Context: an optimization exercise on an open-source flow, tuned for a short achievable clock period and few clock cycles. The choices shown serve that exercise and are no tape-out recipe.
At most, simulation tests tie the RTL to the original design; equivalence was not proved.
The RTL of runs 3 to 6 was laid out without a check of its function.
No activity file was given, so power comes from the tool's default toggle rates.

[design.v]
module mips #(parameter WIDTH = 32, REGBITS = 5)
             (input              clk,
              input              rst,
              output [WIDTH-1:0] pc,
              input  [WIDTH-1:0] instr,
              output [WIDTH-1:0] aluout,
              output [WIDTH-1:0] writedata,
              output             memwrite,
              input  [WIDTH-1:0] readdata);
    localparam OP_RTYPE = 6'b000000;
    localparam OP_LB    = 6'b100000;
    localparam OP_SB    = 6'b101000;
    localparam OP_LW    = 6'b100011;
    localparam OP_SW    = 6'b101011;
    localparam OP_BEQ   = 6'b000100;
    localparam OP_ADDI  = 6'b001000;
    localparam OP_J     = 6'b000010;
    localparam FUNCT_ADD = 6'b100000;
    localparam FUNCT_SUB = 6'b100010;
    localparam FUNCT_AND = 6'b100100;
    localparam FUNCT_OR  = 6'b100101;
    localparam FUNCT_SLT = 6'b101010;
    reg  [31:0] pc_f;
    reg  [31:0] ir_d, pc4_d;
    reg         v_d;
    reg  [31:0] a_e, b_e, s_e, tgt_e;
    reg         rw_e, ld_e, st_e, beq_e;
    reg         add_e, sub_e, and_e, or_e, slt_e;
    reg  [4:0]  dst_e;
    reg         fa_m, fa_w, fb_m, fb_w, fs_m, fs_w, fs_rd;
    reg  [31:0] res_m, wd_m;
    reg         mw_m, rw_m, ld_m;
    reg  [4:0]  dst_m;
    reg  [31:0] val_w;
    reg         rw_w;
    reg  [4:0]  dst_w;
    reg         rst_r;
    reg  [31:0] rf [1:31];
    wire [5:0]  op_d    = ir_d[31:26];
    wire [4:0]  rs_d    = ir_d[25:21];
    wire [4:0]  rt_d    = ir_d[20:16];
    wire [4:0]  rd_d    = ir_d[15:11];
    wire [5:0]  fn_d    = ir_d[5:0];
    wire [31:0] simm_d  = {{16{ir_d[15]}}, ir_d[15:0]};
    wire is_r_d    = (op_d == OP_RTYPE);
    wire is_addi_d = (op_d == OP_ADDI);
    wire is_ld_d   = (op_d == OP_LW) | (op_d == OP_LB);
    wire is_st_d   = (op_d == OP_SW) | (op_d == OP_SB);
    wire is_beq_d  = (op_d == OP_BEQ);
    wire rseqrt_d  = (rs_d == rt_d);
    wire use_rs_d  = is_r_d | is_addi_d | is_ld_d | is_st_d | (is_beq_d & !rseqrt_d);
    wire use_rt_d  = is_r_d | (is_beq_d & !rseqrt_d);    
    wire use_st_d  = is_st_d;                            
    wire alusrc_d  = is_addi_d | is_ld_d | is_st_d;
    wire [4:0] dst_d = is_r_d ? rd_d : rt_d;
    wire rw_d = v_d & (is_r_d | is_addi_d | is_ld_d) & (dst_d != 5'd0);
    wire f_add_d = is_r_d & (fn_d == FUNCT_ADD);
    wire f_sub_d = is_r_d & (fn_d == FUNCT_SUB);
    wire f_and_d = is_r_d & (fn_d == FUNCT_AND);
    wire f_or_d  = is_r_d & (fn_d == FUNCT_OR);
    wire f_slt_d = is_r_d & (fn_d == FUNCT_SLT);
    wire rs_nz = (rs_d != 5'd0);
    wire rt_nz = (rt_d != 5'd0);
    wire rs_he = rs_nz & rw_e & (dst_e == rs_d);
    wire rs_hm = rs_nz & rw_m & (dst_m == rs_d);
    wire rs_hw = rs_nz & rw_w & (dst_w == rs_d);
    wire rt_he = rt_nz & rw_e & (dst_e == rt_d);
    wire rt_hm = rt_nz & rw_m & (dst_m == rt_d);
    wire rt_hw = rt_nz & rw_w & (dst_w == rt_d);
    wire stall = v_d & ld_e & ((use_rs_d & rs_he) | (use_rt_d & rt_he));
    wire [31:0] rf_rs = rs_nz ? rf[rs_d] : 32'd0;
    wire [31:0] rf_rt = rt_nz ? rf[rt_d] : 32'd0;
    wire [31:0] rsv_d = (rs_hm & !ld_m) ? res_m : rs_hw ? val_w : rf_rs;
    wire [31:0] rtv_d = (rt_hm & !ld_m) ? res_m : rt_hw ? val_w : rf_rt;
    wire [31:0] tgt_d = pc4_d + {simm_d[29:0], 2'b00};
    wire redir_d = v_d & is_beq_d & rseqrt_d;
    wire [31:0] opa = fa_m ? res_m : fa_w ? val_w : a_e;
    wire [31:0] opb = fb_m ? res_m : fb_w ? val_w : b_e;
    wire [31:0] ops = fs_m ? res_m : fs_w ? val_w : s_e;
    wire        dosub = sub_e | slt_e;
    wire [32:0] sum   = {1'b0, opa} + {1'b0, opb ^ {32{dosub}}} + {32'd0, dosub};
    wire        ltu   = !sum[32];
    wire [31:0] res_e = ({32{add_e | sub_e}} & sum[31:0]) |
                        ({32{and_e}} & (opa & opb)) |
                        ({32{or_e}}  & (opa | opb)) |
                        {31'd0, slt_e & ltu};
    wire taken_e = beq_e & (opa == opb);
    wire [31:0] pc4_f  = pc_f + 32'd4;
    wire        j_f    = (instr[31:26] == OP_J);
    wire [31:0] jtgt_f = {pc4_f[31:28], instr[25:0], 2'b00};
    assign pc        = pc_f;
    assign aluout    = res_m;
    assign writedata = wd_m;
    assign memwrite  = mw_m;
    integer i;
    always @(posedge clk) begin
        rst_r <= rst;
        if (rst)
            pc_f <= 32'd0;
        else if (taken_e)
            pc_f <= tgt_e;
        else if (redir_d)
            pc_f <= tgt_d;
        else if (stall)
            pc_f <= pc_f;
        else if (j_f)
            pc_f <= jtgt_f;
        else
            pc_f <= pc4_f;
        if (rst | taken_e | redir_d)
            v_d <= 1'b0;
        else if (!stall)
            v_d <= !j_f;
        if (!stall) begin
            ir_d  <= instr;
            pc4_d <= pc4_f;
        end
        if (rst | taken_e | stall | !v_d) begin
            rw_e  <= 1'b0;
            ld_e  <= 1'b0;
            st_e  <= 1'b0;
            beq_e <= 1'b0;
        end else begin
            rw_e  <= rw_d;
            ld_e  <= is_ld_d;
            st_e  <= is_st_d;
            beq_e <= is_beq_d & !rseqrt_d;
        end
        add_e <= alusrc_d | f_add_d;
        sub_e <= f_sub_d;
        and_e <= f_and_d;
        or_e  <= f_or_d;
        slt_e <= f_slt_d;
        dst_e <= dst_d;
        a_e   <= rsv_d;
        b_e   <= alusrc_d ? simm_d : rtv_d;
        s_e   <= rtv_d;
        tgt_e <= tgt_d;
        fa_m  <= use_rs_d & rs_he;
        fa_w  <= use_rs_d & !rs_he & rs_hm & ld_m;
        fb_m  <= !alusrc_d & rt_he;
        fb_w  <= !alusrc_d & !rt_he & rt_hm & ld_m;
        fs_m  <= rt_he & !ld_e;
        fs_rd <= rt_he & ld_e;
        fs_w  <= !rt_he & rt_hm & ld_m;
        if (rst) begin
            mw_m <= 1'b0;
            rw_m <= 1'b0;
            ld_m <= 1'b0;
        end else begin
            mw_m <= st_e;
            rw_m <= rw_e;
            ld_m <= ld_e;
        end
        dst_m <= dst_e;
        res_m <= res_e;
        wd_m  <= fs_rd ? readdata : ops;
        if (rst)
            rw_w <= 1'b0;
        else
            rw_w <= rw_m;
        dst_w <= dst_m;
        val_w <= ld_m ? readdata : res_m;
        if (rst_r) begin
            for (i = 1; i < 32; i = i + 1)
                rf[i] <= 32'd0;
        end else if (rw_w) begin
            rf[dst_w] <= val_w;
        end
    end
endmodule
[run.sh]
#!/bin/bash
# synth_recipe.tcl (not shown) runs the flow's synth.tcl, then flattens the netlist and writes it again
# the make line also repeats each setting of config.mk as NAME=value (left out here)
make -C /OpenROAD-flow-scripts/flow DESIGN_CONFIG=/design/flow/config.mk WORK_HOME=/design/flow/orfs CLKGATE_MAP_FILE= SYNTH_SCRIPT=/design/flow/synth_recipe.tcl finish
[config.mk]
export PLATFORM = sky130hd
export DESIGN_NAME = mips
export DESIGN_NICKNAME = mips
export VERILOG_FILES = /design/flow/design.v
export SDC_FILE = /design/flow/constraint.sdc
export NUM_CORES = 4
export LEC_CHECK = 0
export ABC_CLOCK_PERIOD_IN_PS = 3000
export CAP_MARGIN = 20
export CORE_MARGIN = 2
export CORE_UTILIZATION = 40
export SETUP_SLACK_MARGIN = 5
export SLEW_MARGIN = 20
[constraint.sdc]
create_clock -name core_clock -period 12.0 [get_ports {clk}]
set_input_delay 2.4000 -clock core_clock [delete_from_list [all_inputs] [get_ports {clk}]]
set_output_delay 2.4000 -clock core_clock [all_outputs]
set_load 0.01 [all_outputs]
==> results of run 1 <==
power groups by stage:
stage | logic, W | registers [W] | clock network, W
2_1_floorplan | 0.00101 | 0.00558 | 0
3_3_place_gp | 0.00146 | 0.00567 | 0
3_5_place_dp | 0.00147 | 0.00567 | 0
4_1_cts | 0.00148 | 0.00557 | 0.00483
5_1_grt | 0.00158 | 0.00560 | 0.00501
6_report | 0.00148 | 0.00558 | 0.00478
through the flow:
stage | cell area [um2] | worst slack (ps) | utilization (%) | cells
2_1_floorplan | 74180 | 7548 | - | 5394
3_3_place_gp | 78310 | 7176 | 42.36 | 7657
3_5_place_dp | 78310 | 7157 | 42.37 | 7657
4_1_cts | 83330 | 7153 | 45.08 | 7938
5_1_grt | 83340 | 6786 | 45.09 | 7939
6_report | 83350 | 7067 | 45.09 | 7944
layout by cell type, fill, tap and decap left out, types with 11 or more instances in the layout:
cell type / instances
xor2_1: 45
clkinv_2: 25
clkdlybuf4s50_1: 162
bufinv_16: 12
and2_1: 1000
and3_1: 22
a21oi_1: 146
nor4_1: 11
a211oi_1: 13
o21ai_0: 89
nor2b_1: 14
xnor2_1: 111
nand2_1: 187
dfxtp_2: 21
a221oi_1: 65
or2_2: 35
nand4_1: 23
o21a_1: 36
inv_1: 105
nor2_4: 32
edfxtp_1: 1088
mux4_2: 640
clkbuf_1: 27
buf_4: 126
o211ai_1: 18
nand3_1: 28
ha_1: 125
mux2i_1: 110
mux2_2: 129
nor2_1: 277
a21o_1: 46
o221ai_1: 30
clkbuf_16: 156
dfxtp_1: 273
clkinv_1: 26
o21bai_1: 13
nor3_1: 18
per-layer routing:
| layer | global-route usage [%] | share of wire, % | routed length (um) |
|---|---|---|---|
| met1 | 34.54 | 40 | 95570 |
| met2 | 40.14 | 47 | 111700 |
| met3 | 3.852 | 8.4 | 19990 |
| met4 | 10.89 | 4.7 | 11100 |
| met5 | 0 | 0.014 | 34 |
final cells by class:
cell class | count | area (um2) | share of cell area [%]
Sequential cell | 1391 | 38800 | 46.55
Tap cell | 2480 | 3103 | 3.723
Clock inverter | 88 | 870.8 | 1.045
Multi-Input combinational cell | 3386 | 33340 | 39.99
Timing Repair Buffer | 294 | 2688 | 3.224
Clock buffer | 193 | 4143 | 4.970
Inverter | 106 | 397.9 | 0.4774
Antenna cell | 6 | 15.01 | 0.01801
worst max path at each step:
stage,endpoint,startpoint,slack [ps]
after floorplan,res_m[30],sub_e,7550
after global placement,ld_e,fb_m,7180
after detailed placement,res_m[30],val_w[0],7160
after CTS,ld_e,fb_m,7150
after global routing,ld_e,fb_m,6790
final,ld_e,fb_m,7070
worst max-delay path, cell delays in order, from the launching register on:
cell	delay, ps
dfxtp_2	520
buf_4	630
nor2_1	120
a21oi_1	320
ha_1	310
nor4_1	410
buf_4	220
nand4_1	160
or4_1	580
buf_4	260
nand3_1	690
nand4_1	290
nor3_1	270
logic make-up after synthesis:
| kind of cell | after synthesis |
|---|---|
| AO/OA/AOI/OAI | 507 |
| XOR/XNOR | 160 |
| adder cells (fa/ha/maj) | 128 |
| buffers and inverters | 617 |
| flip-flops | 1391 |
| multiplexers | 891 |
| AND/OR/NAND/NOR | 1700 |
==> impl_metrics.env, run 1 <==
export IMPL_status="no timing/DRC/antenna violations"
export IMPL_largest_register_ff_count=1024
export IMPL_drv_slew=0
export IMPL_power_frac_seq_pct=47.1
export IMPL_post_cts_resized=0
export IMPL_synth_top_family_by_area="multiplexers"
export IMPL_holdPathEnd="tgt_e[0]"
export IMPL_ys_warn_count=1
export IMPL_combPwrFrac_pct=12.5
export IMPL_grt_pass1_vias=48392
export IMPL_synth_edf_count=1088
export IMPL_rrSetupSlack_ps=7070
export IMPL_gp_congestion=0.9017
export IMPL_grt_antenna_before_repair=10
export IMPL_period_needed_ps=4933
export IMPL_finalCritPeriodShare_pct=41.11
export IMPL_cp_end_kind="flip-flop"
export IMPL_netlist_area_um2=74180
export IMPL_cts_setup_buffers=0
export IMPL_finalPower_w=0.01184
export IMPL_worst_pin_slew_ps=1140
export IMPL_synth_area_leader_cell="edfxtp_1"
export IMPL_rsz0062_at_grt="no"
export IMPL_syn_mean_instance_area_um2=13.75
export IMPL_drtIter0Drc=6052
export IMPL_grt_pass1_wl_mm=344.0
export IMPL_ant_nets=0
export IMPL_leakagePower_nw=30.39
export IMPL_synth_area_leaders="edfxtp_1 (44%), mux4_2 (19%), and2_1 (8.4%), dfxtp_1 (8.2%), ha_1 (2.1%)"
export IMPL_first_pass_iters=6
export IMPL_io_pins=163
export IMPL_h_tree_depth=4
export IMPL_crit_path_max_fanout=43
export IMPL_dieArea_um2=188900
export IMPL_fmax_mhz=202.7
export IMPL_n_fill_cell=16351
export IMPL_synth_seq_area_share_pct=52.22
export IMPL_fin_skew_ps=29.35
export IMPL_ys_flop_type="edfxtp_1"
export IMPL_cts_num_sinks=1391
export IMPL_cts_buffer_depth=3
export IMPL_ir_drop_mv=0.1511
export IMPL_final_nets=5525
export IMPL_async_flop_share_pct=0
export IMPL_synth_top_cell_area_share_pct=44.04
export IMPL_grtUsageTotal_pct=25.27
export IMPL_clkPwrFrac_pct=40.4
export IMPL_r2r_start="fb_m"
export IMPL_required_ps=12690
export IMPL_worstHoldStart="pc4_d[0]"
export IMPL_overflow=0
export IMPL_synthToLayoutAreaGrowth_pct=12.36
export IMPL_yosysMostFrequentCell="edfxtp_1"
export IMPL_setup_viol=0
export IMPL_rows=158
export IMPL_p_per_area_nw_per_um2=142.0
export IMPL_root_buffer="clkbuf_16"
export IMPL_initial_core_util_pct=40.13
export IMPL_via_per_inst=5.977
export IMPL_drive_gt1_share_pct=23.12
export IMPL_synth_simple_area_share_pct=12.64
export IMPL_cp_data_arrival_time_ps=5630
export IMPL_p_int_w=0.008798
export IMPL_synth_cell_type_count=75
export IMPL_synthCells=5394
export IMPL_die_w_um=434.6
export IMPL_muxShareOfSynthArea_pct=23.20
export IMPL_hold_path_cell_count=0
export IMPL_whs_ps=376.9
export IMPL_p_sw_share_pct=25.68
export IMPL_p_switching_w=0.003040
export IMPL_drc=0
export IMPL_hold_path_class="flip-flop to flip-flop"
export IMPL_die_y_um=434.6
export IMPL_place_hpwl_mm=139.1
export IMPL_worstSkewPairLatency_ps=800
export IMPL_syn_nets=5587
export IMPL_critPathKind="flip-flop to flip-flop"
export IMPL_cts_tree="done"
export IMPL_synth_seq_cells=1391
export IMPL_synth_compound_area_share_pct=4.571
export IMPL_clk_pin_slew_ps=60
export IMPL_critPathLaunchType="flip-flop"
export IMPL_io_buffers=162
export IMPL_synthXorXnorAreaFrac_pct=1.963
export IMPL_setup_tns_ps=0
export IMPL_num_vias=47484
export IMPL_top_register="rf"
export IMPL_timing_rr_end="ld_e"
export IMPL_synthAdderAreaFrac_pct=2.176
export IMPL_rr_worst_depth=12
export IMPL_synth_top_cells_by_count="edfxtp_1 (1088), and2_1 (1000), mux4_2 (640)"
export IMPL_grt_max_degree=130
export IMPL_hold_buffers=0
export IMPL_max_slew_margin_rel_pct=24.00
export IMPL_cts_made_buffers=153
export IMPL_core_um2=184800
export IMPL_routed_wl_mm=238.4
export IMPL_hold_violations=0
export IMPL_maxCapViolations=0
export IMPL_wire_per_inst_um=30.01
Testbench counts, summed over its fixed seeds: cycles 64,684.
==> run 2: changes to the inputs <==
==> flow/run.sh (new file) <==
#!/bin/bash
set -euo pipefail
MARGIN=${MARGIN:-8.7}
bash standard.sh SETUP_SLACK_MARGIN=$MARGIN TNS_END_PERCENT=100 finish > run_standard.log 2>&1
==> standard.sh (new file) <==
#!/bin/bash
# synth_recipe.tcl (not shown) runs the flow's synth.tcl, then flattens the netlist and writes it again
# the make line also repeats each setting of config.mk as NAME=value (left out here)
make -C /OpenROAD-flow-scripts/flow DESIGN_CONFIG=/design/flow/config.mk WORK_HOME=/design/flow/orfs CLKGATE_MAP_FILE= SYNTH_SCRIPT=/design/flow/synth_recipe.tcl "${@:-finish}"
--- a/config.mk
+++ b/config.mk
@@ -11,3 +11,2 @@
 export CORE_UTILIZATION = 40
-export SETUP_SLACK_MARGIN = 5
 export SLEW_MARGIN = 20
removed: run.sh
==> run 2 against run 1 <==
Still clean on timing, DRC and antenna; critical path depth increased by 7; final area increased by 5.2%; non-clock buffer count increased by 231; sequential share of layout area decreased by 2.0 points; via count increased by 6.0%; global-route usage increased by 2.8 points; synthesized cell count unchanged.
==> impl_metrics.env, run 2 <==
export IMPL_status="no timing/DRC/antenna violations"
export IMPL_dieArea_um2=188900
export IMPL_grt_antenna_before_repair=20
export IMPL_drtIter0Drc=7350
export IMPL_synth_top_family_by_area="multiplexers"
export IMPL_cts_made_buffers=151
export IMPL_wire_per_inst_um=32.53
export IMPL_synth_edf_count=1088
export IMPL_syn_mean_instance_area_um2=13.75
export IMPL_cts_tree="done"
export IMPL_period_needed_ps=3905
export IMPL_required_ps=12640
export IMPL_synth_seq_area_share_pct=52.22
export IMPL_initial_core_util_pct=40.13
export IMPL_hold_buffers=0
export IMPL_muxShareOfSynthArea_pct=23.20
export IMPL_final_nets=5766
export IMPL_hold_violations=0
export IMPL_multi_input_area_um2=34320
export IMPL_place_hpwl_mm=142.5
export IMPL_gp_congestion=0.9038
export IMPL_grt_pass1_vias=49853
export IMPL_r2r_start="fb_w"
export IMPL_top_register="rf"
export IMPL_synthXorXnorAreaFrac_pct=1.963
export IMPL_cts_buffer_depth=3
export IMPL_cts_num_sinks=1391
export IMPL_max_slew_margin_rel_pct=31.57
export IMPL_maxCapViolations=0
export IMPL_syn_nets=5587
export IMPL_cp_data_arrival_time_ps=4540
export IMPL_die_w_um=434.6
export IMPL_num_vias=50355
export IMPL_grtUsageTotal_pct=28.04
export IMPL_fin_skew_ps=25.84
export IMPL_synth_top_cell_area_share_pct=44.04
export IMPL_synthAdderAreaFrac_pct=2.176
export IMPL_h_tree_depth=4
export IMPL_finalCritPeriodShare_pct=32.54
export IMPL_synth_area_leaders="edfxtp_1 (44%), mux4_2 (19%), and2_1 (8.4%), dfxtp_1 (8.2%), ha_1 (2.1%)"
export IMPL_hold_path_class="flip-flop to flip-flop"
export IMPL_worstHoldStart="dst_e[1]"
export IMPL_clk_pin_slew_ps=60
export IMPL_io_buffers=162
export IMPL_p_per_area_nw_per_um2=137.4
export IMPL_cp_end_kind="flip-flop"
export IMPL_rrSetupSlack_ps=8100
export IMPL_critPathKind="flip-flop to flip-flop"
export IMPL_fmax_mhz=256.1
export IMPL_finalPower_w=0.01205
export IMPL_grt_pass1_wl_mm=373.1
export IMPL_routed_wl_mm=266.4
export IMPL_synth_top_cells_by_count="edfxtp_1 (1088), and2_1 (1000), mux4_2 (640)"
export IMPL_final_cell_mix="edfxtp_1 (1088), and2_1 (999), mux4_2 (640)"
export IMPL_crit_path_max_fanout=6
export IMPL_core_um2=184800
export IMPL_drive_gt1_share_pct=31.51
export IMPL_rr_worst_depth=19
export IMPL_drv_slew=0
export IMPL_layout_commonest_cell="edfxtp_1"
export IMPL_fin_ws_ps=8095
export IMPL_rsz0062_at_grt="yes"
export IMPL_ys_warn_count=1
export IMPL_rows=158
export IMPL_ir_drop_mv=0.1242
export IMPL_synth_compound_area_share_pct=4.571
export IMPL_dp_cells=7653
export IMPL_root_buffer="clkbuf_16"
export IMPL_first_pass_iters=7
export IMPL_leakagePower_nw=32.63
export IMPL_yosysMostFrequentCell="edfxtp_1"
export IMPL_drc=0
export IMPL_grt_max_degree=71
export IMPL_setup_tns_ps=0
export IMPL_synthCells=5394
export IMPL_place_ws_ps=7142
export IMPL_n_fill_cell=15967
export IMPL_overflow=0
export IMPL_netlist_area_um2=74180
export IMPL_critPathLaunchType="flip-flop"
export IMPL_async_flop_share_pct=0
export IMPL_die_y_um=434.6
export IMPL_instances_no_fill=8188
export IMPL_synth_seq_cells=1391
export IMPL_via_per_inst=6.150
export IMPL_worst_pin_slew_ps=1026
export IMPL_synthToLayoutAreaGrowth_pct=18.23
export IMPL_register_area_um2=39050
export IMPL_setup_viol=0
export IMPL_holdPathEnd="dst_m[1]"
export IMPL_worstSkewPairLatency_ps=810
export IMPL_synth_cell_type_count=75
export IMPL_ys_flop_type="edfxtp_1"
export IMPL_largest_register_ff_count=1024
export IMPL_io_pins=163
export IMPL_timing_rr_end="res_m[29]"
export IMPL_ant_nets=0
export IMPL_hold_path_cell_count=0
export IMPL_synth_simple_area_share_pct=12.64
export IMPL_synth_area_leader_cell="edfxtp_1"
run 2: worst max path at each step:
stage	depth (start not counted)	startpoint	slack, ps	to
after floorplan	9	instr[29]	8300	pc_f[25]
after global placement	8	flip-flop	7200	b_e[24]
after detailed placement	8	flip-flop	7140	b_e[27]
after CTS	1	res_m[1]	8260	aluout[1]
after global routing	19	fb_w	8000	res_m[28]
final	19	fb_w	8100	res_m[29]
run 2: report_power, final:
group	switching (W)	leakage (nW)	internal, W
clock	0.00202	2.41	0.00274
sequential	0.000149	13.8	0.00539
combinational	0.000955	16.4	0.000793
run 2: logic make-up (layout without fill, tap and decap cells):
| family | count (synthesis) | after routing |
|---|---|---|
| XOR/XNOR | 160 | 160 |
| buffers and inverters | 617 | 912 |
| adder cells (fa/ha/maj) | 128 | 128 |
| multiplexers | 891 | 891 |
| other | 0 | 8 |
| AO/OA/AOI/OAI | 507 | 507 |
| AND/OR/NAND/NOR | 1700 | 1711 |
| flip-flops | 1391 | 1391 |
run 2: repair_timing:
| action | 4_1_cts | 5_1_grt |
|---|---|---|
| pin swaps | 53 | 46 |
| endpoints found under the setup margin | 1007 | 529 |
| gates resized for setup | 842 | 107 |
| setup buffers | 167 | 36 |
| cloned | 37 | 7 |
run 2: critical path, stage by stage, from the launching register on:
cell      delay [ps]
dfxtp_4          350
buf_4            140
buf_12           130
buf_16           140
buf_12           130
mux2i_1          130
nor2_1            60
a21oi_1          270
xnor2_1          120
ha_1             440
a21o_1           240
a21o_1           180
a21o_1           180
a21o_1           180
a21oi_1          180
nor2_1            80
a311o_1          340
a21oi_2          170
xnor2_1          150
o221ai_1         120
run 2: per-layer routing:
| layer | global-route usage, % | wire length (um) |
|---|---|---|
| met5 | 0 | 14 |
| met4 | 13.58 | 14430 |
| met3 | 5.354 | 28270 |
| met2 | 41.70 | 118900 |
| met1 | 39.50 | 104800 |
run 2: layout make-up:
class | count | share of cell area, %
diodes | 8 | 0.02283
clock buffers | 210 | 4.856
clock inverters | 70 | 0.7775
inverters | 106 | 0.4651
multi-input cells | 3397 | 39.14
flip-flops and latches | 1391 | 44.52
well taps | 2480 | 3.538
repair buffers | 525 | 6.674
repair inverters | 1 | 0.008560
run 2: metrics by stage:
stage	hold WS (ps)	utilization (%)	instance area (um2)
4_1_cts	393.1	46.98	86840
6_report	392.5	47.45	87710
3_3_place_gp	356.4	42.43	78430
5_1_grt	404.2	47.44	87690
3_5_place_dp	385.3	42.43	78430
2_1_floorplan	348.9	-	74520
==> run 3: changes to the inputs <==
--- a/design.v
+++ b/design.v
@@ -24,3 +24,16 @@
     reg  [31:0] ir_d, pc4_d;
-    reg         v_d;
+    reg         v_d, pt_d, bh_d;
+    reg  [1:0]  bc_d;
+    reg         bv   [0:15];
+    reg  [5:0]  btag [0:15];
+    reg  [9:0]  btgt [0:15];
+    reg  [1:0]  bctr [0:15];
+    reg  [31:0] pc4_e;
+    reg         isbeq_e, se_e, pt_e, bh_e;
+    reg  [1:0]  bc_e;
+    reg         u_v, u_act, u_bh, u_ok;
+    reg  [1:0]  u_bc;
+    reg  [3:0]  u_i;
+    reg  [5:0]  u_tag;
+    reg  [9:0]  u_tgt;
     reg  [31:0] a_e, b_e, s_e, tgt_e;
@@ -29,3 +42,4 @@
     reg  [4:0]  dst_e;
-    reg         fa_m, fa_w, fb_m, fb_w, fs_m, fs_w, fs_rd;
+    reg  [3:0]  fa_m, fb_m;
+    reg         fs_m, fs_rd;
     reg  [31:0] res_m, wd_m;
@@ -72,9 +86,17 @@
     wire [31:0] rf_rt = rt_nz ? rf[rt_d] : 32'd0;
-    wire [31:0] rsv_d = (rs_hm & !ld_m) ? res_m : rs_hw ? val_w : rf_rs;
-    wire [31:0] rtv_d = (rt_hm & !ld_m) ? res_m : rt_hw ? val_w : rf_rt;
+    wire [31:0] rsv_d = rs_hm ? res_m : rs_hw ? val_w : rf_rs;
+    wire [31:0] rtv_d = rt_hm ? res_m : rt_hw ? val_w : rf_rt;
+    wire        rd_a  = rs_hm & ld_m;
+    wire        rd_b  = rt_hm & ld_m;
     wire [31:0] tgt_d = pc4_d + {simm_d[29:0], 2'b00};
-    wire redir_d = v_d & is_beq_d & rseqrt_d;
-    wire [31:0] opa = fa_m ? res_m : fa_w ? val_w : a_e;
-    wire [31:0] opb = fb_m ? res_m : fb_w ? val_w : b_e;
-    wire [31:0] ops = fs_m ? res_m : fs_w ? val_w : s_e;
+    wire redir_d = v_d & is_beq_d & rseqrt_d & !pt_d;
+    wire [31:0] opa, opb;
+    genvar g;
+    generate
+        for (g = 0; g < 4; g = g + 1) begin : fwd
+            assign opa[8*g+7:8*g] = fa_m[g] ? res_m[8*g+7:8*g] : a_e[8*g+7:8*g];
+            assign opb[8*g+7:8*g] = fb_m[g] ? res_m[8*g+7:8*g] : b_e[8*g+7:8*g];
+        end
+    endgenerate
+    wire [31:0] ops = fs_m ? res_m : s_e;
     wire        dosub = sub_e | slt_e;
@@ -86,3 +108,8 @@
                         {31'd0, slt_e & ltu};
-    wire taken_e = beq_e & (opa == opb);
+    wire eq_e    = (opa == opb);
+    wire taken_e = beq_e & (eq_e != pt_e);
+    wire [31:0] fix_e = pt_e ? pc4_e : tgt_e;
+    wire act_e   = se_e | eq_e;
+    wire [3:0] bi_e = pc4_e[5:2] - 4'd1;
+    wire [31:0] pcb_e = pc4_e - 32'd4;
     wire [31:0] pc4_f  = pc_f + 32'd4;
@@ -90,2 +117,9 @@
     wire [31:0] jtgt_f = {pc4_f[31:28], instr[25:0], 2'b00};
+    wire [3:0]  bi_f   = pc_f[5:2];
+    wire        bh_f   = bv[bi_f] & (btag[bi_f] == pc_f[11:6]) & (pc_f[31:12] == 20'd0);
+    wire [1:0]  bc_f   = bctr[bi_f];
+    wire        pt_f   = bh_f & bc_f[1];
+    wire [31:0] pcn_early = taken_e ? fix_e : redir_d ? tgt_d : stall ? pc_f :
+                            pt_f ? {20'd0, btgt[bi_f], 2'b00} : pc4_f;
+    wire        j_ok   = j_f & !taken_e & !redir_d & !stall;
     assign pc        = pc_f;
@@ -99,12 +133,6 @@
             pc_f <= 32'd0;
-        else if (taken_e)
-            pc_f <= tgt_e;
-        else if (redir_d)
-            pc_f <= tgt_d;
-        else if (stall)
-            pc_f <= pc_f;
-        else if (j_f)
+        else if (j_ok)
             pc_f <= jtgt_f;
         else
-            pc_f <= pc4_f;
+            pc_f <= pcn_early;
         if (rst | taken_e | redir_d)
@@ -116,2 +144,5 @@
             pc4_d <= pc4_f;
+            pt_d  <= pt_f;
+            bh_d  <= bh_f;
+            bc_d  <= bc_f;
         end
@@ -122,3 +153,5 @@
             beq_e <= 1'b0;
+            isbeq_e <= 1'b0;
         end else begin
+            isbeq_e <= is_beq_d;
             rw_e  <= rw_d;
@@ -134,13 +167,48 @@
         dst_e <= dst_d;
-        a_e   <= rsv_d;
-        b_e   <= alusrc_d ? simm_d : rtv_d;
-        s_e   <= rtv_d;
+        a_e   <= rd_a ? readdata : rsv_d;
+        b_e   <= alusrc_d ? simm_d : rd_b ? readdata : rtv_d;
+        s_e   <= rd_b ? readdata : rtv_d;
         tgt_e <= tgt_d;
-        fa_m  <= use_rs_d & rs_he;
-        fa_w  <= use_rs_d & !rs_he & rs_hm & ld_m;
-        fb_m  <= !alusrc_d & rt_he;
-        fb_w  <= !alusrc_d & !rt_he & rt_hm & ld_m;
+        pc4_e <= pc4_d;
+        se_e  <= rseqrt_d;
+        pt_e  <= pt_d;
+        bh_e  <= bh_d;
+        bc_e  <= bc_d;
+        u_v   <= isbeq_e & !rst;
+        u_act <= act_e;
+        u_bh  <= bh_e;
+        u_bc  <= bc_e;
+        u_i   <= bi_e;
+        u_tag <= pcb_e[11:6];
+        u_tgt <= tgt_e[11:2];
+        u_ok  <= (pcb_e[31:12] == 20'd0) & (tgt_e[31:12] == 20'd0);
+        if (rst) begin
+            for (i = 0; i < 16; i = i + 1)
+                bv[i] <= 1'b0;
+        end else if (u_v) begin
+            if (u_act) begin
+                if (u_bh) begin
+                    if (u_bc != 2'd3)
+                        bctr[u_i] <= u_bc + 2'd1;
+                end else if (u_ok) begin
+                    bv[u_i]   <= 1'b1;
+                    btag[u_i] <= u_tag;
+                    btgt[u_i] <= u_tgt;
+                    bctr[u_i] <= 2'd2;
+                end
+            end else if (u_bh) begin
+                if (u_bc != 2'd0)
+                    bctr[u_i] <= u_bc - 2'd1;
+            end
+        end
+        fa_m[0] <= rs_he;
+        fa_m[1] <= rs_he & use_rs_d;
+        fa_m[2] <= rs_he & v_d;
+        fa_m[3] <= rs_he & (use_rs_d | !v_d);
+        fb_m[0] <= rt_he & !alusrc_d;
+        fb_m[1] <= rt_he & use_rt_d;
+        fb_m[2] <= rt_he & !alusrc_d & v_d;
+        fb_m[3] <= rt_he & !alusrc_d & (use_rt_d | !v_d);
         fs_m  <= rt_he & !ld_e;
         fs_rd <= rt_he & ld_e;
-        fs_w  <= !rt_he & rt_hm & ld_m;
         if (rst) begin
==> flow/run.sh (replaced) <==
#!/bin/bash
set -euo pipefail
bash standard.sh SETUP_SLACK_MARGIN=8.4 finish > run_standard.log 2>&1
--- a/config.mk
+++ b/config.mk
@@ -7,3 +7,3 @@
 export LEC_CHECK = 0
-export ABC_CLOCK_PERIOD_IN_PS = 3000
+export ABC_CLOCK_PERIOD_IN_PS = 2000
 export CAP_MARGIN = 20
==> run 3 against run 2 <==
Final cell count grew 11%; synthesized cell count rose by 8.2%; clock power increased by 24%; sequential cell count grew 377; still clean; sequential share of layout area rose by 3.9 points; critical path type is now flip-flop to output pin; wire length grew 11%; clock skew is 25 ps higher; setup slack improved by 110 ps; highest routed layer unchanged; first-iteration DRC count shrank 5.1%.
==> impl_metrics.env, run 3 <==
export IMPL_cp_end_kind="output pin"
export IMPL_finalCritPeriodShare_pct=31.63
export IMPL_worst_pin_slew_ps=1171
export IMPL_synth_seq_cells=1768
export IMPL_r2r_start="fb_m[3]"
export IMPL_top_register="rf"
export IMPL_overflow=0
export IMPL_rsz0062_at_grt="yes"
export IMPL_synth_edf_count=1380
export IMPL_layout_commonest_cell="edfxtp_1"
export IMPL_die_y_um=470.2
export IMPL_max_stage_delay_ps=420
export IMPL_hold_buffers=0
export IMPL_rrSetupSlack_ps=8230
export IMPL_first_pass_iters=7
export IMPL_ys_flop_type="edfxtp_1"
export IMPL_critical_path_slowest_cell="dfxtp_4"
export IMPL_cp_data_arrival_time_ps=1400
export IMPL_async_flop_share_pct=0
export IMPL_final_nets=6254
export IMPL_finalPower_w=0.01489
export IMPL_leakagePower_nw=36.65
export IMPL_h_tree_depth=4
export IMPL_reg_top3="rf: 1024 flops, btgt: 160 flops, btag: 96 flops"
export IMPL_cts_made_buffers=185
export IMPL_worstSetupStartpoint="wd_m[0]"
export IMPL_max_slew_margin_rel_pct=21.86
export IMPL_root_buffer="clkbuf_16"
export IMPL_path_delay_family="flip-flops"
export IMPL_rows=171
export IMPL_num_vias=55104
export IMPL_core_um2=216500
export IMPL_io_pins=163
export IMPL_crit_path_max_fanout=1
export IMPL_grtUsageTotal_pct=26.01
export IMPL_cp_depth=1
export IMPL_drive_gt1_share_pct=31.95
export IMPL_cp_cell_sequence="buf_6"
export IMPL_grt_pass1_wl_mm=411.1
export IMPL_period_needed_ps=3796
export IMPL_timing_rr_end="pc_f[7]"
export IMPL_synthToLayoutAreaGrowth_pct=17.77
export IMPL_crit_end="writedata[0]"
export IMPL_synth_seq_area_share_pct=56.60
export IMPL_status="no timing/DRC/antenna violations"
export IMPL_final_cell_mix="edfxtp_1 (1380), and2_1 (1010), mux4_2 (731)"
export IMPL_yosysMostFrequentCell="edfxtp_1"
export IMPL_largest_register_ff_count=1024
export IMPL_synth_cell_type_count=80
export IMPL_cts_tree="done"
export IMPL_die_w_um=470.2
export IMPL_netlist_area_um2=86940
export IMPL_synth_area_leaders="edfxtp_1 (48%), mux4_2 (19%), dfxtp_1 (8.9%), and2_1 (7.3%), ha_1 (1.8%)"
export IMPL_maxCapViolations=0
export IMPL_grt_max_degree=70
export IMPL_syn_mean_instance_area_um2=14.89
export IMPL_n_fill_cell=18430
export IMPL_synth_top_cells_by_count="edfxtp_1 (1380), and2_1 (1013), mux4_2 (731)"
export IMPL_rr_worst_depth=16
export IMPL_cts_buffer_depth=3
export IMPL_required_ps=9600
export IMPL_critPathKind="flip-flop to output pin"
export IMPL_ir_drop_mv=0.1633
export IMPL_synth_top_cell_area_share_pct=47.67
export IMPL_drtIter0Drc=6972
export IMPL_wire_per_inst_um=32.46
export IMPL_gp_congestion=0.8990
export IMPL_via_per_inst=6.074
export IMPL_routed_wl_mm=294.5
export IMPL_synth_area_leader_cell="edfxtp_1"
export IMPL_drc=0
export IMPL_syn_nets=6035
export IMPL_worstSkewPairLatency_ps=850
export IMPL_synthCells=5839
export IMPL_ys_warn_count=1
export IMPL_io_buffers=162
export IMPL_dieArea_um2=221100
export IMPL_fmax_mhz=263.4
export IMPL_fin_skew_ps=50.97
export IMPL_drv_slew=0
export IMPL_p_per_area_nw_per_um2=145.4
export IMPL_grt_antenna_before_repair=17
export IMPL_initial_core_util_pct=40.15
export IMPL_ant_nets=0
export IMPL_setup_tns_ps=0
export IMPL_cts_num_sinks=1768
export IMPL_cp_num_buf_inv=1
export IMPL_grt_pass1_vias=55154
export IMPL_place_hpwl_mm=170.5
export IMPL_clk_pin_slew_ps=60
export IMPL_hold_violations=0
export IMPL_setup_viol=0
export IMPL_critPathLaunchType="flip-flop"
export IMPL_hold_path_class="flip-flop to flip-flop"
==> run 3: cell count changes after synthesis, sizes merged, moves of 32 or more <==
cell | before | now
nor2 | 312 | 162
mux2i | 118 | 151
mux4 | 640 | 731
o22ai | 3 | 35
dfxtp | 303 | 388
edfxtp | 1088 | 1380
nand2 | 187 | 142
inv | 106 | 161
==> run 3: worst min-delay path by stage <==
stage                       start      end  slack (ps)  cells past startpoint
final                     bc_e[1]  u_bc[1]         330                      0
after global routing      bc_e[1]  u_bc[1]         330                      0
after CTS                 bc_e[1]  u_bc[1]         330                      0
after detailed placement  bc_e[1]  u_bc[1]         320                      0
after global placement    bc_e[1]  u_bc[1]         310                      0
after floorplan           bc_e[0]  u_bc[0]         310                      0
==> run 3: timing repair <==
item | in CTS | in global routing
endpoints found under the setup margin | 759 | 341
pin swaps | 38 | 74
gates resized for setup | 874 | 148
buffers inserted | 153 | 64
gates cloned | 14 | 6
==> run 3: area by class of cell <==
class / count / area [um2] / area share, %
flip-flops and latches: 1768 / 49580 / 48.43
multi-input cells: 3421 / 36910 / 36.05
repair buffers: 519 / 5522 / 5.393
clock buffers: 263 / 5391 / 5.266
well taps: 2854 / 3571 / 3.488
clock inverters: 78 / 769.5 / 0.7516
inverters: 162 / 619.3 / 0.6049
diodes: 6 / 15.01 / 0.01466
repair inverters: 1 / 5.005 / 0.004888
==> run 3: worst register-to-register path, cell delays in order (launching register included) <==
cell	delay (ps)
dfxtp_4	370
buf_12	130
mux2i_4	260
ha_1	270
nor4_2	360
nand4_1	410
nor2_4	260
buf_12	140
xnor2_4	100
nor2b_4	170
buf_12	120
nor2_4	40
and2_4	210
nor3_4	350
nand2_4	140
buf_12	160
o22ai_1	180
==> run 3: per-stage QoR <==
stage / util (%) / area (um2) / instances / hold WS [ps] / setup slack (ps)
2_1_floorplan: - / 87180 / 5839 / 309.6 / 7907
3_3_place_gp: 42.37 / 91740 / 8488 / 313.5 / 6285
3_5_place_dp: 42.38 / 91760 / 8488 / 315.7 / 6248
4_1_cts: 46.61 / 100900 / 8996 / 329.7 / 8149
5_1_grt: 47.28 / 102400 / 9067 / 331.4 / 8172
6_report: 47.29 / 102400 / 9072 / 328.1 / 8204
==> run 3: logic make-up after synthesis <==
| group | share of synthesized area, % |
|---|---|
| DFF | 56.60 |
| AOI/OAI and AO/OA | 4.056 |
| xor gates and xnor gates | 1.789 |
| and+or+nand+nor | 10.49 |
| adders and majority gates | 1.900 |
| buffers and inverters | 2.883 |
| muxes | 22.29 |
==> run 3: report_power, final <==
group | leakage [nW] | internal [W] | switching (W)
Clock | 3.03 | 0.00335 | 0.00254
Sequential | 17.2 | 0.00685 | 0.000256
Combinational | 16.4 | 0.000853 | 0.00104
Total | 36.7 | 0.0111 | 0.00383
==> run 3: per-layer routing <==
metal / track usage [%] / share of wire [%] / routed length, um
met1: 34.26 / 38 / 112300
met2: 41.68 / 47 / 139700
met4: 12.64 / 5.6 / 16580
met5: 0 / 0.0092 / 27
met3: 4.611 / 8.8 / 25860
==> run 4: changes to the inputs <==
--- a/design.v
+++ b/design.v
@@ -44,2 +44,3 @@
     reg         fs_m, fs_rd;
+    reg         fqa_e, fqb_e;
     reg  [31:0] res_m, wd_m;
@@ -90,2 +91,4 @@
     wire        rd_b  = rt_hm & ld_m;
+    wire [31:0] an_d  = rd_a ? readdata : rsv_d;
+    wire [31:0] bn_d  = rd_b ? readdata : rtv_d;
     wire [31:0] tgt_d = pc4_d + {simm_d[29:0], 2'b00};
@@ -108,3 +111,4 @@
                         {31'd0, slt_e & ltu};
-    wire eq_e    = (opa == opb);
+    wire eq_e    = fqa_e ? (fqb_e | (res_m == b_e)) :
+                   fqb_e ? (a_e == res_m) : (a_e == b_e);
     wire taken_e = beq_e & (eq_e != pt_e);
@@ -121,5 +125,4 @@
     wire        pt_f   = bh_f & bc_f[1];
-    wire [31:0] pcn_early = taken_e ? fix_e : redir_d ? tgt_d : stall ? pc_f :
-                            pt_f ? {20'd0, btgt[bi_f], 2'b00} : pc4_f;
-    wire        j_ok   = j_f & !taken_e & !redir_d & !stall;
+    wire [31:0] pcn_mid = redir_d ? tgt_d : pt_f ? {20'd0, btgt[bi_f], 2'b00} : pc4_f;
+    wire        j_ok   = j_f & !redir_d;
     assign pc        = pc_f;
@@ -133,2 +136,6 @@
             pc_f <= 32'd0;
+        else if (taken_e)
+            pc_f <= fix_e;
+        else if (stall)
+            pc_f <= pc_f;
         else if (j_ok)
@@ -136,3 +143,3 @@
         else
-            pc_f <= pcn_early;
+            pc_f <= pcn_mid;
         if (rst | taken_e | redir_d)
@@ -167,5 +174,7 @@
         dst_e <= dst_d;
-        a_e   <= rd_a ? readdata : rsv_d;
-        b_e   <= alusrc_d ? simm_d : rd_b ? readdata : rtv_d;
-        s_e   <= rd_b ? readdata : rtv_d;
+        a_e   <= an_d;
+        b_e   <= alusrc_d ? simm_d : bn_d;
+        s_e   <= bn_d;
+        fqa_e <= rs_he & is_beq_d;
+        fqb_e <= rt_he & is_beq_d;
         tgt_e <= tgt_d;
==> run 4 against run 3 <==
Still clean; hold slack worse by 0.66 ps; critical path depth rose by 12; register-to-register slack worse by 160 ps; critical path type is now flip-flop to flip-flop.
==> impl_metrics.env, run 4 <==
export IMPL_status="no timing/DRC/antenna violations"
export IMPL_synth_area_leaders="edfxtp_1 (48%), mux4_2 (19%), dfxtp_1 (9.0%), and2_1 (7.2%), mux2i_1 (1.8%)"
export IMPL_synth_area_leader_cell="edfxtp_1"
export IMPL_top_register="rf"
export IMPL_dp_cells=8574
export IMPL_grt_pass1_wl_mm=417.0
export IMPL_crit_end="res_m[30]"
export IMPL_ant_nets=0
export IMPL_via_per_inst=6.127
export IMPL_cp_cell_sequence="mux2_2 > ha_1 > a21o_1 > and3b_1 > a21o_1 > a311oi_2 > a211oi_1 > o21ai_0 > a41oi_2 > o41ai_2 > o31a_1 > xor2_1 > o221ai_1"
export IMPL_routed_wl_mm=298.2
export IMPL_synth_edf_count=1380
export IMPL_clk_pin_slew_ps=60
export IMPL_critical_path_slowest_cell="dfxtp_2"
export IMPL_leakagePower_nw=36.34
export IMPL_drtIter0Drc=7504
export IMPL_io_buffers=162
export IMPL_rr_worst_depth=13
export IMPL_overflow=0
export IMPL_async_flop_share_pct=0
export IMPL_root_buffer="clkbuf_16"
export IMPL_hold_violations=0
export IMPL_ys_flop_type="edfxtp_1"
export IMPL_rrSetupSlack_ps=8070
export IMPL_grt_pass1_vias=55994
export IMPL_cp_num_buf_inv=0
export IMPL_cp_end_kind="flip-flop"
export IMPL_reg_top3="rf: 1024 flops, btgt: 160 flops, btag: 96 flops"
export IMPL_fin_skew_ps=54.52
export IMPL_instances_no_fill=9142
export IMPL_synthCells=5945
export IMPL_cp_data_arrival_time_ps=4650
export IMPL_fmax_mhz=254.6
export IMPL_final_cell_mix="edfxtp_1 (1380), and2_1 (998), mux4_2 (734)"
export IMPL_syn_mean_instance_area_um2=14.66
export IMPL_cts_num_sinks=1770
export IMPL_p_per_area_nw_per_um2=145.6
export IMPL_drc=0
export IMPL_grt_antenna_before_repair=19
export IMPL_timing_rr_end="res_m[30]"
export IMPL_setup_tns_ps=0
export IMPL_largest_register_ff_count=1024
export IMPL_layout_commonest_cell="edfxtp_1"
export IMPL_max_stage_delay_ps=570
export IMPL_crit_path_max_fanout=17
export IMPL_grt_max_degree=65
export IMPL_critPathKind="flip-flop to flip-flop"
export IMPL_finalCritPeriodShare_pct=32.73
export IMPL_io_pins=163
export IMPL_setup_viol=0
export IMPL_critPathMostFrequentCell="a21o_1"
export IMPL_period_needed_ps=3928
export IMPL_rows=171
export IMPL_cp_depth=13
export IMPL_rsz0062_at_grt="yes"
export IMPL_drv_slew=0
export IMPL_h_tree_depth=4
export IMPL_r2r_start="fa_m[1]"
export IMPL_num_vias=56009
export IMPL_ys_warn_count=1
export IMPL_syn_nets=6077
export IMPL_dieArea_um2=221700
export IMPL_required_ps=12720
export IMPL_synth_cell_type_count=75
export IMPL_wire_per_inst_um=32.61
export IMPL_synth_top_cells_by_count="edfxtp_1 (1380), and2_1 (1000), mux4_2 (734)"
export IMPL_cts_made_buffers=188
export IMPL_synthToLayoutAreaGrowth_pct=16.90
export IMPL_gp_congestion=0.8819
export IMPL_cts_tree="done"
export IMPL_hold_path_class="flip-flop to flip-flop"
export IMPL_worstSetupStartpoint="fa_m[1]"
export IMPL_drive_gt1_share_pct=30.36
export IMPL_max_slew_margin_rel_pct=21.65
export IMPL_critPathLaunchType="flip-flop"
export IMPL_path_delay_family="compound AO/OA/AOI/OAI gates"
export IMPL_worstSkewPairLatency_ps=860
export IMPL_die_y_um=470.8
export IMPL_yosysMostFrequentCell="edfxtp_1"
export IMPL_netlist_area_um2=87170
export IMPL_final_nets=6250
export IMPL_die_w_um=470.8
export IMPL_first_pass_iters=8
export IMPL_core_um2=217000
export IMPL_place_hpwl_mm=171.5
export IMPL_synth_seq_cells=1770
export IMPL_n_fill_cell=18523
export IMPL_worst_pin_slew_ps=1174
export IMPL_finalPower_w=0.01484
export IMPL_grtUsageTotal_pct=26.28
export IMPL_maxCapViolations=0
export IMPL_initial_core_util_pct=40.18
export IMPL_cts_buffer_depth=3
export IMPL_synth_seq_area_share_pct=56.50
export IMPL_synth_top_cell_area_share_pct=47.54
export IMPL_ir_drop_mv=0.1698
-- run 4: cell types whose count changed in the layout (fill, tap and decap cells not counted), moves of 25 or more --
cell     delta
buf_4      -37
nand2_1    +78
o21ai_0    +44
ha_1       -61
inv_1      -82
mux2i_1    +26
nor2_1     +37
o22ai_1    -30
a21o_1     +26
xnor2_1    +25
xor2_1     +36
-- run 4: how the worst min path moves through the flow --
stage,startpoint,endpoint,slack [ps],cells past startpoint
after floorplan,bc_e[0],u_bc[0],310,0
after global placement,bc_e[1],u_bc[1],310,0
after global routing,bc_e[0],u_bc[0],340,0
after CTS,bc_e[0],u_bc[0],330,0
after detailed placement,bc_e[0],u_bc[0],310,0
final,bc_e[0],u_bc[0],330,0
-- run 4: cell type report --
type                    count  area [um2]  area share, %
inverters                  83       347.8         0.3414
flip-flops and latches   1770       49620          48.69
multi-input cells        3584       36790          36.10
repair buffers            489        5320          5.221
clock buffers             245        5145          5.049
repair inverters            2       16.27        0.01596
clock inverters           108        1077          1.057
well taps                2854        3571          3.504
diodes                      7       17.52        0.01719
-- run 4: cells by family after synthesis --
kind of cell    share of synthesized area [%]
compound gates                          4.302
simple gates                            10.95
buf+inv                                 2.610
flops                                   56.50
xor+xnor                                2.387
mux                                     22.28
fa+ha+maj                              0.9761
-- run 4: metrics by stage --
step	utilization [%]	hold WS [ps]	cell area, um2	setup WS, ps
floorplan	-	309.6	87540	8173
global placement	42.41	314.0	92010	6774
detailed placement	42.41	312.8	92010	6734
CTS	46.38	327.0	100600	8080
global route	46.97	336.3	101900	7928
finish	46.97	327.5	101900	8072
-- run 4: timing repair --
action                                  CTS  global route
cloned                                   10             8
endpoints found under the setup margin  821           427
hold buffers                              0             0
pin swaps                                39            51
buffers inserted                        137            52
resized for setup                       784           136
endpoints found under the hold margin     0             0
-- run 4: worst reg2reg max path: cells and delay by family (launching register included) --
family          cells  cell delay [ps]
simple gates        1              180
flops               1              570
fa+ha+maj           1              350
mux                 1              440
xor+xnor            1              170
compound gates      9             2090
-- run 4: power by group --
part	switching, W	internal [W]
Sequential	0.000290	0.00686
Clock	0.00259	0.00332
Combinational	0.000972	0.000802
-- run 4: per-layer routing --
layer | share of wire (%) | routed length (um) | track usage [%]
met3 | 8.9 | 26480 | 4.390
met1 | 38 | 114200 | 34.90
met2 | 47 | 141500 | 42.19
met5 | 0.018 | 54 | 0
met4 | 5.3 | 15880 | 12.36
==> run 5: changes to the inputs <==
==> flow/run.sh (replaced) <==
#!/bin/bash
set -euo pipefail
bash standard.sh SETUP_SLACK_MARGIN=8.4 \
  "CTS_ARGS=-sink_clustering_enable -repair_clock_nets -sink_clustering_size 25 -sink_clustering_max_diameter 100" \
  finish > run_standard.log 2>&1
--- a/config.mk
+++ b/config.mk
@@ -10,3 +10,3 @@
 export CORE_MARGIN = 2
-export CORE_UTILIZATION = 40
+export CORE_UTILIZATION = 45
 export SLEW_MARGIN = 20
==> run 5 against run 4 <==
Setup slack better by 60 ps; synthesized cell count unchanged; wire length down 3.2%; clock power down 42%; global-route usage up 2.5 points; critical path depth up 3; sequential power down 0.6%; die area down 11%; largest power group unchanged.
==> impl_metrics.env, run 5 <==
export IMPL_status="no timing/DRC/antenna violations"
export IMPL_setup_tns_ps=0
export IMPL_ir_drop_mv=0.1357
export IMPL_syn_nets=6077
export IMPL_cp_cell_sequence="buf_4 > o21ba_2 > o22ai_2 > inv_1 > fa_2 > nor2b_4 > o31ai_4 > a21oi_2 > or4b_4 > a32oi_4 > o2111ai_4 > a41oi_2 > o41ai_2 > o31a_1 > xor2_1 > o221ai_1"
export IMPL_io_buffers=162
export IMPL_first_pass_iters=6
export IMPL_drc=0
export IMPL_initial_core_util_pct=45.26
export IMPL_clk_pin_slew_ps=110
export IMPL_synth_area_leaders="edfxtp_1 (48%), mux4_2 (19%), dfxtp_1 (9.0%), and2_1 (7.2%), mux2i_1 (1.8%)"
export IMPL_p_sw_share_pct=26.78
export IMPL_grtUsageTotal_pct=28.78
export IMPL_p_per_area_nw_per_um2=125.7
export IMPL_cp_end_kind="flip-flop"
export IMPL_critPathLaunchType="flip-flop"
export IMPL_routed_wl_mm=288.7
export IMPL_critical_path_slowest_cell="or4b_4"
export IMPL_critPathKind="flip-flop to flip-flop"
export IMPL_hold_violations=0
export IMPL_rsz0062_at_grt="yes"
export IMPL_synthCells=5945
export IMPL_grt_antenna_before_repair=13
export IMPL_cts_buffer_depth=3
export IMPL_worstSkewPairLatency_ps=780
export IMPL_finalCritPeriodShare_pct=32.23
export IMPL_top_register="rf"
export IMPL_finalPower_w=0.01229
export IMPL_cp_num_buf_inv=2
export IMPL_yosysMostFrequentCell="edfxtp_1"
export IMPL_period_needed_ps=3868
export IMPL_netlist_area_um2=87170
export IMPL_via_per_inst=6.336
export IMPL_required_ps=12630
export IMPL_maxCapViolations=0
export IMPL_final_nets=6154
export IMPL_cts_tree="done"
export IMPL_overflow=0
export IMPL_leakagePower_nw=34.58
export IMPL_rrSetupSlack_ps=8130
export IMPL_layout_commonest_cell="edfxtp_1"
export IMPL_whs_ps=337.1
export IMPL_hold_path_class="flip-flop to flip-flop"
export IMPL_hold_buffers=0
export IMPL_worst_pin_slew_ps=1159
export IMPL_crit_path_max_fanout=7
export IMPL_root_buffer="clkbuf_16"
export IMPL_synth_cell_type_count=75
export IMPL_grt_max_degree=65
export IMPL_drv_slew=0
export IMPL_die_y_um=444.1
export IMPL_cts_num_sinks=1770
export IMPL_drtIter0Drc=6899
export IMPL_wire_per_inst_um=33.53
export IMPL_synth_area_leader_cell="edfxtp_1"
export IMPL_synth_seq_cells=1770
export IMPL_combPwrFrac_pct=14.5
export IMPL_fin_skew_ps=44.15
export IMPL_ys_warn_count=1
export IMPL_max_stage_delay_ps=500
export IMPL_io_pins=163
export IMPL_ys_flop_type="edfxtp_1"
export IMPL_p_switching_w=0.003292
export IMPL_synth_top_cell_area_share_pct=47.54
export IMPL_largest_register_ff_count=1024
export IMPL_async_flop_share_pct=0
export IMPL_n_fill_cell=15921
export IMPL_grt_pass1_wl_mm=403.8
export IMPL_cp_data_arrival_time_ps=4490
export IMPL_final_cell_mix="edfxtp_1 (1380), and2_1 (998), mux4_2 (734)"
export IMPL_path_delay_family="compound AO/OA/AOI/OAI gates"
export IMPL_grt_pass1_vias=54037
export IMPL_reg_top3="rf: 1024 flops, btgt: 160 flops, btag: 96 flops"
export IMPL_ant_nets=0
export IMPL_synthToLayoutAreaGrowth_pct=12.13
export IMPL_h_tree_depth=3
export IMPL_place_hpwl_mm=165.2
export IMPL_dieArea_um2=197200
export IMPL_gp_congestion=0.9113
export IMPL_drive_gt1_share_pct=28.39
export IMPL_max_slew_margin_rel_pct=22.61
export IMPL_rows=161
export IMPL_p_int_w=0.008998
export IMPL_num_vias=54551
export IMPL_syn_mean_instance_area_um2=14.66
export IMPL_synth_top_cells_by_count="edfxtp_1 (1380), and2_1 (1000), mux4_2 (734)"
export IMPL_core_um2=192600
export IMPL_fmax_mhz=258.5
export IMPL_setup_viol=0
export IMPL_power_frac_seq_pct=57.9
export IMPL_cts_made_buffers=83
export IMPL_clkPwrFrac_pct=27.7
export IMPL_synth_seq_area_share_pct=56.50
export IMPL_synth_edf_count=1380
export IMPL_die_w_um=444.1
[run 5: layout make-up]
cell class                      count  area (um2)  area share, %
Clock inverter                     15       209.0         0.2138
Antenna cell                        7       17.52        0.01792
Timing Repair Buffer              495        5334          5.457
Tap cell                         2526        3161          3.234
Inverter                           83       352.8         0.3610
Sequential cell                  1770       49600          50.75
Timing Repair inverter              3       30.03        0.03072
Multi-Input combinational cell   3586       36760          37.62
Clock buffer                      125        2266          2.318
[run 5: logic make-up after synthesis]
group	count (synthesis)	share of synthesized area (%)
AOI/OAI and AO/OA	571	4.302
and+or+nand+nor	1701	10.95
adders and majority gates	67	0.9761
DFF	1770	56.50
buffers and inverters	592	2.610
xor gates and xnor gates	236	2.387
muxes	1008	22.28
[run 5: metrics by stage]
step | cell area (um2) | std cells | util (%) | worst slack (ps)
after detailed placement | 91670 | 8253 | 47.60 | 6983
final | 97740 | 8610 | 50.75 | 8132
after CTS | 96730 | 8557 | 50.23 | 8124
after global routing | 97720 | 8605 | 50.74 | 7939
after floorplan | 87540 | 5945 | - | 8173
after global placement | 91660 | 8253 | 47.60 | 6966
[run 5: final timing paths]
kind | to | from | cells past startpoint
worst max-delay path | res_m[30] | fb_m[0] | 16
worst min-delay path | u_bc[0] | bc_e[0] | 0
worst max register to register | res_m[30] | fb_m[0] | 16
worst min register to register | u_bc[0] | bc_e[0] | 0
[run 5: what timing repair did]
action	in CTS	in global routing
pin swaps	42	41
setup endpoints to repair	716	391
cloned	15	9
gates resized for setup	771	115
setup buffers	149	37
[run 5: power groups by stage]
stage	registers, W	clock network (W)	logic (W)
after floorplan	0.00712	0	0.00110
after global placement	0.00726	0	0.00162
after detailed placement	0.00727	0	0.00162
final	0.00711	0.00340	0.00178
after global routing	0.00714	0.00364	0.00186
after CTS	0.00710	0.00345	0.00172
[run 5: routing by layer]
layer,global-route usage (%),share of wire (%),wire length (um)
met1,38.94,39,111400
met2,46.34,47,136900
met3,3.959,8.3,24070
met4,13.32,5.7,16330
met5,0,0.0083,24
==> run 6: changes to the inputs <==
--- a/design.v
+++ b/design.v
@@ -42,5 +42,3 @@
     reg  [4:0]  dst_e;
-    reg  [3:0]  fa_m, fb_m;
-    reg         fs_m, fs_rd;
-    reg         fqa_e, fqb_e;
+    reg         fs_rd;
     reg  [31:0] res_m, wd_m;
@@ -95,11 +93,4 @@
     wire redir_d = v_d & is_beq_d & rseqrt_d & !pt_d;
-    wire [31:0] opa, opb;
-    genvar g;
-    generate
-        for (g = 0; g < 4; g = g + 1) begin : fwd
-            assign opa[8*g+7:8*g] = fa_m[g] ? res_m[8*g+7:8*g] : a_e[8*g+7:8*g];
-            assign opb[8*g+7:8*g] = fb_m[g] ? res_m[8*g+7:8*g] : b_e[8*g+7:8*g];
-        end
-    endgenerate
-    wire [31:0] ops = fs_m ? res_m : s_e;
+    wire [31:0] opa = a_e;
+    wire [31:0] opb = b_e;
     wire        dosub = sub_e | slt_e;
@@ -111,4 +102,3 @@
                         {31'd0, slt_e & ltu};
-    wire eq_e    = fqa_e ? (fqb_e | (res_m == b_e)) :
-                   fqb_e ? (a_e == res_m) : (a_e == b_e);
+    wire eq_e    = (a_e == b_e);
     wire taken_e = beq_e & (eq_e != pt_e);
@@ -174,7 +164,5 @@
         dst_e <= dst_d;
-        a_e   <= an_d;
-        b_e   <= alusrc_d ? simm_d : bn_d;
-        s_e   <= bn_d;
-        fqa_e <= rs_he & is_beq_d;
-        fqb_e <= rt_he & is_beq_d;
+        a_e   <= rs_he ? res_e : an_d;
+        b_e   <= alusrc_d ? simm_d : rt_he ? res_e : bn_d;
+        s_e   <= rt_he ? res_e : bn_d;
         tgt_e <= tgt_d;
@@ -212,11 +200,2 @@
         end
-        fa_m[0] <= rs_he;
-        fa_m[1] <= rs_he & use_rs_d;
-        fa_m[2] <= rs_he & v_d;
-        fa_m[3] <= rs_he & (use_rs_d | !v_d);
-        fb_m[0] <= rt_he & !alusrc_d;
-        fb_m[1] <= rt_he & use_rt_d;
-        fb_m[2] <= rt_he & !alusrc_d & v_d;
-        fb_m[3] <= rt_he & !alusrc_d & (use_rt_d | !v_d);
-        fs_m  <= rt_he & !ld_e;
         fs_rd <= rt_he & ld_e;
@@ -233,3 +212,3 @@
         res_m <= res_e;
-        wd_m  <= fs_rd ? readdata : ops;
+        wd_m  <= fs_rd ? readdata : s_e;
         if (rst)
==> flow/run.sh (replaced) <==
#!/bin/bash
set -euo pipefail
bash standard.sh SETUP_SLACK_MARGIN=8.5 \
  "CTS_ARGS=-sink_clustering_enable -repair_clock_nets -sink_clustering_size 25 -sink_clustering_max_diameter 100" \
  finish > run_standard.log 2>&1
--- a/config.mk
+++ b/config.mk
@@ -7,3 +7,3 @@
 export LEC_CHECK = 0
-export ABC_CLOCK_PERIOD_IN_PS = 2000
+export ABC_CLOCK_PERIOD_IN_PS = 1000
 export CAP_MARGIN = 20
==> run 6 against run 5 <==
Power decreased by 0.62%; global-route usage decreased by 0.19 points; non-clock buffer count increased by 13; clock skew increased by 21 ps; via count decreased by 0.20%; wire length decreased by 0.99%; sequential power about the same; clock-buffer cell count decreased by 6; first-iteration DRC count decreased by 3.4%.
==> impl_metrics.env, run 6 <==
export IMPL_status="no timing/DRC/antenna violations"
export IMPL_synth_top_cell_area_share_pct=47.73
export IMPL_grt_antenna_before_repair=9
export IMPL_rrSetupSlack_ps=8360
export IMPL_syn_mean_instance_area_um2=14.58
export IMPL_ys_flop_type="edfxtp_1"
export IMPL_required_ps=9600
export IMPL_dieArea_um2=196500
export IMPL_period_needed_ps=3740
export IMPL_grt_max_degree=65
export IMPL_layout_commonest_cell="edfxtp_1"
export IMPL_cp_data_arrival_time_ps=1340
export IMPL_h_tree_depth=3
export IMPL_final_nets=6252
export IMPL_cts_num_sinks=1759
export IMPL_synth_area_leaders="edfxtp_1 (48%), mux4_2 (19%), dfxtp_1 (8.7%), and2_1 (7.2%), ha_1 (2.0%)"
export IMPL_worstSkewPairLatency_ps=790
export IMPL_largest_register_ff_count=1024
export IMPL_synth_edf_count=1380
export IMPL_overflow=0
export IMPL_synthCells=5954
export IMPL_place_hpwl_mm=166.0
export IMPL_p_per_area_nw_per_um2=125.2
export IMPL_worst_pin_slew_ps=1161
export IMPL_cts_tree="done"
export IMPL_ant_nets=0
export IMPL_gp_congestion=0.8860
export IMPL_finalCritPeriodShare_pct=31.17
export IMPL_core_um2=192200
export IMPL_hold_violations=0
export IMPL_final_cell_mix="edfxtp_1 (1380), and2_1 (1003), mux4_2 (721)"
export IMPL_hold_buffers=0
export IMPL_io_buffers=162
export IMPL_drive_gt1_share_pct=28.19
export IMPL_synthToLayoutAreaGrowth_pct=12.35
export IMPL_synth_cell_type_count=83
export IMPL_num_vias=54443
export IMPL_via_per_inst=6.308
export IMPL_io_pins=163
export IMPL_setup_viol=0
export IMPL_final_util_pct=50.76
export IMPL_reg_top3="rf: 1024 flops, btgt: 160 flops, btag: 96 flops"
export IMPL_grtUsageTotal_pct=28.59
export IMPL_root_buffer="clkbuf_16"
export IMPL_n_fill_cell=15965
export IMPL_drc=0
export IMPL_max_stage_delay_ps=430
export IMPL_max_slew_margin_rel_pct=22.48
export IMPL_rows=161
export IMPL_fmax_mhz=267.4
export IMPL_hold_path_cell_count=0
export IMPL_timing_rr_end="a_e[31]"
export IMPL_cp_cell_sequence="buf_6"
export IMPL_cts_made_buffers=82
export IMPL_netlist_area_um2=86820
export IMPL_first_pass_iters=5
export IMPL_fin_skew_ps=64.89
export IMPL_maxCapViolations=0
export IMPL_clk_pin_slew_ps=110
export IMPL_r2r_start="slt_e"
export IMPL_routed_wl_mm=285.9
export IMPL_initial_core_util_pct=45.18
export IMPL_cp_num_buf_inv=1
export IMPL_crit_path_max_fanout=2
export IMPL_synth_area_leader_cell="edfxtp_1"
export IMPL_cts_buffer_depth=3
export IMPL_die_w_um=443.2
export IMPL_critPathLaunchType="flip-flop"
export IMPL_critPathKind="flip-flop to output pin"
export IMPL_grt_pass1_vias=54087
export IMPL_synth_seq_area_share_pct=56.47
export IMPL_grt_pass1_wl_mm=401.7
export IMPL_die_y_um=443.2
export IMPL_synth_seq_cells=1759
export IMPL_worstHoldStart="bh_e"
export IMPL_leakagePower_nw=35.26
export IMPL_hold_path_class="flip-flop to flip-flop"
export IMPL_top_register="rf"
export IMPL_async_flop_share_pct=0
export IMPL_syn_nets=6158
export IMPL_path_delay_family="flip-flops"
export IMPL_holdPathEnd="u_bh"
export IMPL_drtIter0Drc=6662
export IMPL_wire_per_inst_um=33.12
export IMPL_ys_warn_count=1
export IMPL_yosysMostFrequentCell="edfxtp_1"
export IMPL_ir_drop_mv=0.1620
export IMPL_synth_top_cells_by_count="edfxtp_1 (1380), and2_1 (1005), mux4_2 (721)"
export IMPL_setup_tns_ps=0
export IMPL_drv_slew=0
export IMPL_rsz0062_at_grt="yes"
export IMPL_cp_end_kind="output pin"
export IMPL_rr_worst_depth=15
export IMPL_critical_path_slowest_cell="dfxtp_4"
==> run 6: report_power, final <==
part / switching [W] / internal [W] / total [W]
clock: 0.00201 / 0.00136 / 0.00337
combinational: 0.000969 / 0.000785 / 0.00175
sequential: 0.000271 / 0.00682 / 0.00709
total: 0.00325 / 0.00896 / 0.0122
==> run 6: area by class of cell <==
class | count | area (um2) | share of cell area, %
well taps | 2526 | 3161 | 3.240
clock buffers | 119 | 2201 | 2.256
flip-flops and latches | 1759 | 49290 | 50.53
multi-input cells | 3576 | 36580 | 37.50
inverters | 121 | 485.5 | 0.4977
repair buffers | 508 | 5573 | 5.713
diodes | 4 | 10.01 | 0.01026
clock inverters | 18 | 250.2 | 0.2565
==> run 6: cells by family (layout without fill, tap and decap cells) <==
logic type      count (synthesis)  count (layout)  synth area share, %
simple gates                 1734            1736                11.17
mux                           951             951                21.48
flops                        1759            1759                56.47
xor+xnor                      153             153                1.543
fa+ha+maj                     138             138                2.006
other cells                     0               4                    0
buf+inv                       621             766                2.866
compound gates                598             598                4.465
==> run 6: worst max path at each step <==
| stage | from | end | slack, ps | cells after the start |
|---|---|---|---|---|
| 6_report | pc_f[3] | pc[3] | 8260 | 1 |
| 5_1_grt | pc_f[3] | pc[3] | 8230 | 1 |
| 4_1_cts | pc_f[3] | pc[3] | 8230 | 1 |
| 3_5_place_dp | flip-flop | b_e[17] | 6860 | 9 |
| 3_3_place_gp | flip-flop | b_e[17] | 6840 | 9 |
| 2_1_floorplan | instr[29] | pc_f[11] | 8190 | 6 |
==> run 6: worst reg2reg max path, stage by stage, from the launching register on <==
cell	delay (ps)
dfxtp_2	370
nor2_4	160
buf_8	170
buf_12	130
buf_16	130
xnor2_1	130
ha_2	340
a21oi_4	230
nor3b_1	90
a211oi_2	260
nor2_2	100
or4_4	440
and2_4	180
o2111a_2	300
a211oi_4	350
mux2i_1	130
==> run 6: per-stage QoR <==
stage          hold WS (ps)  setup WS (ps)  total power (W)  cells  cell area (um2)
2_1_floorplan         309.6           8185         0.008125   5954            87070
3_3_place_gp          312.7           6842         0.008763   8283            91220
3_5_place_dp          321.5           6862         0.008779   8283            91230
4_1_cts               347.9           8229          0.01214   8540            96100
5_1_grt               356.2           8230          0.01257   8628            97540
6_report              343.7           8260          0.01221   8631            97550
==> run 6: per-layer routing <==
metal	up-vias	share of wire (%)	track usage (%)	wire length [um]
met4	4	5.7	13.78	16310
li1	22709	-	-	-
met1	28499	38	38.28	109800
met5	-	0.036	0	102
met2	2660	48	46.13	136500
met3	571	8.1	4.084	23110
==> run 6: timing repair <==
item | 4_1_cts | 5_1_grt
gates cloned | 12 | 8
endpoints found under the hold margin | 0 | 0
pin swaps | 42 | 51
resized for setup | 753 | 131
endpoints found under the setup margin | 686 | 495
buffers inserted | 108 | 78

## static timing again, ports no longer ideal
Ports are ideal in the flow. The routed layouts listed here were re-timed in OpenROAD. Step 1, drivers: a clkbuf_16 drives clk and a buf_2 each remaining input, both assumed. Step 2, shift: input delay + t, output delay - t, t = (earliest + latest rising clock arrival at the registers) / 2. This alone moves slack from input paths to output paths. Slacks: ideal / step 1 / step 2; pairs: ideal / step 1.
run | shift t [ns] | setup slack, ns | hold WS [ns] | worst register clock-pin slew, ns
run 1 | 0.873 | 7.067 / 7.067 / 7.067 | 0.377 / 0.377 / 0.377 | 0.07 / 0.07
run 2 | 0.885 | 8.095 / 8.095 / 7.637 | 0.392 / 0.392 / 0.392 | 0.07 / 0.07
run 3 | 0.926 | 8.204 / 8.111 / 7.507 | 0.328 / 0.328 / 0.328 | 0.07 / 0.07
run 4 | 0.931 | 8.072 / 8.030 / 7.654 | 0.327 / 0.327 / 0.327 | 0.07 / 0.07
run 5 | 0.843 | 8.132 / 8.131 / 7.650 | 0.337 / 0.337 / 0.337 | 0.11 / 0.11
run 6 | 0.857 | 8.260 / 8.164 / 7.731 | 0.344 / 0.344 / 0.344 | 0.11 / 0.11
After both steps every run listed still meets setup and hold. The setup slack of run 3, which loses most, moves by -0.093 ns with the drivers and by -0.697 ns with both steps.
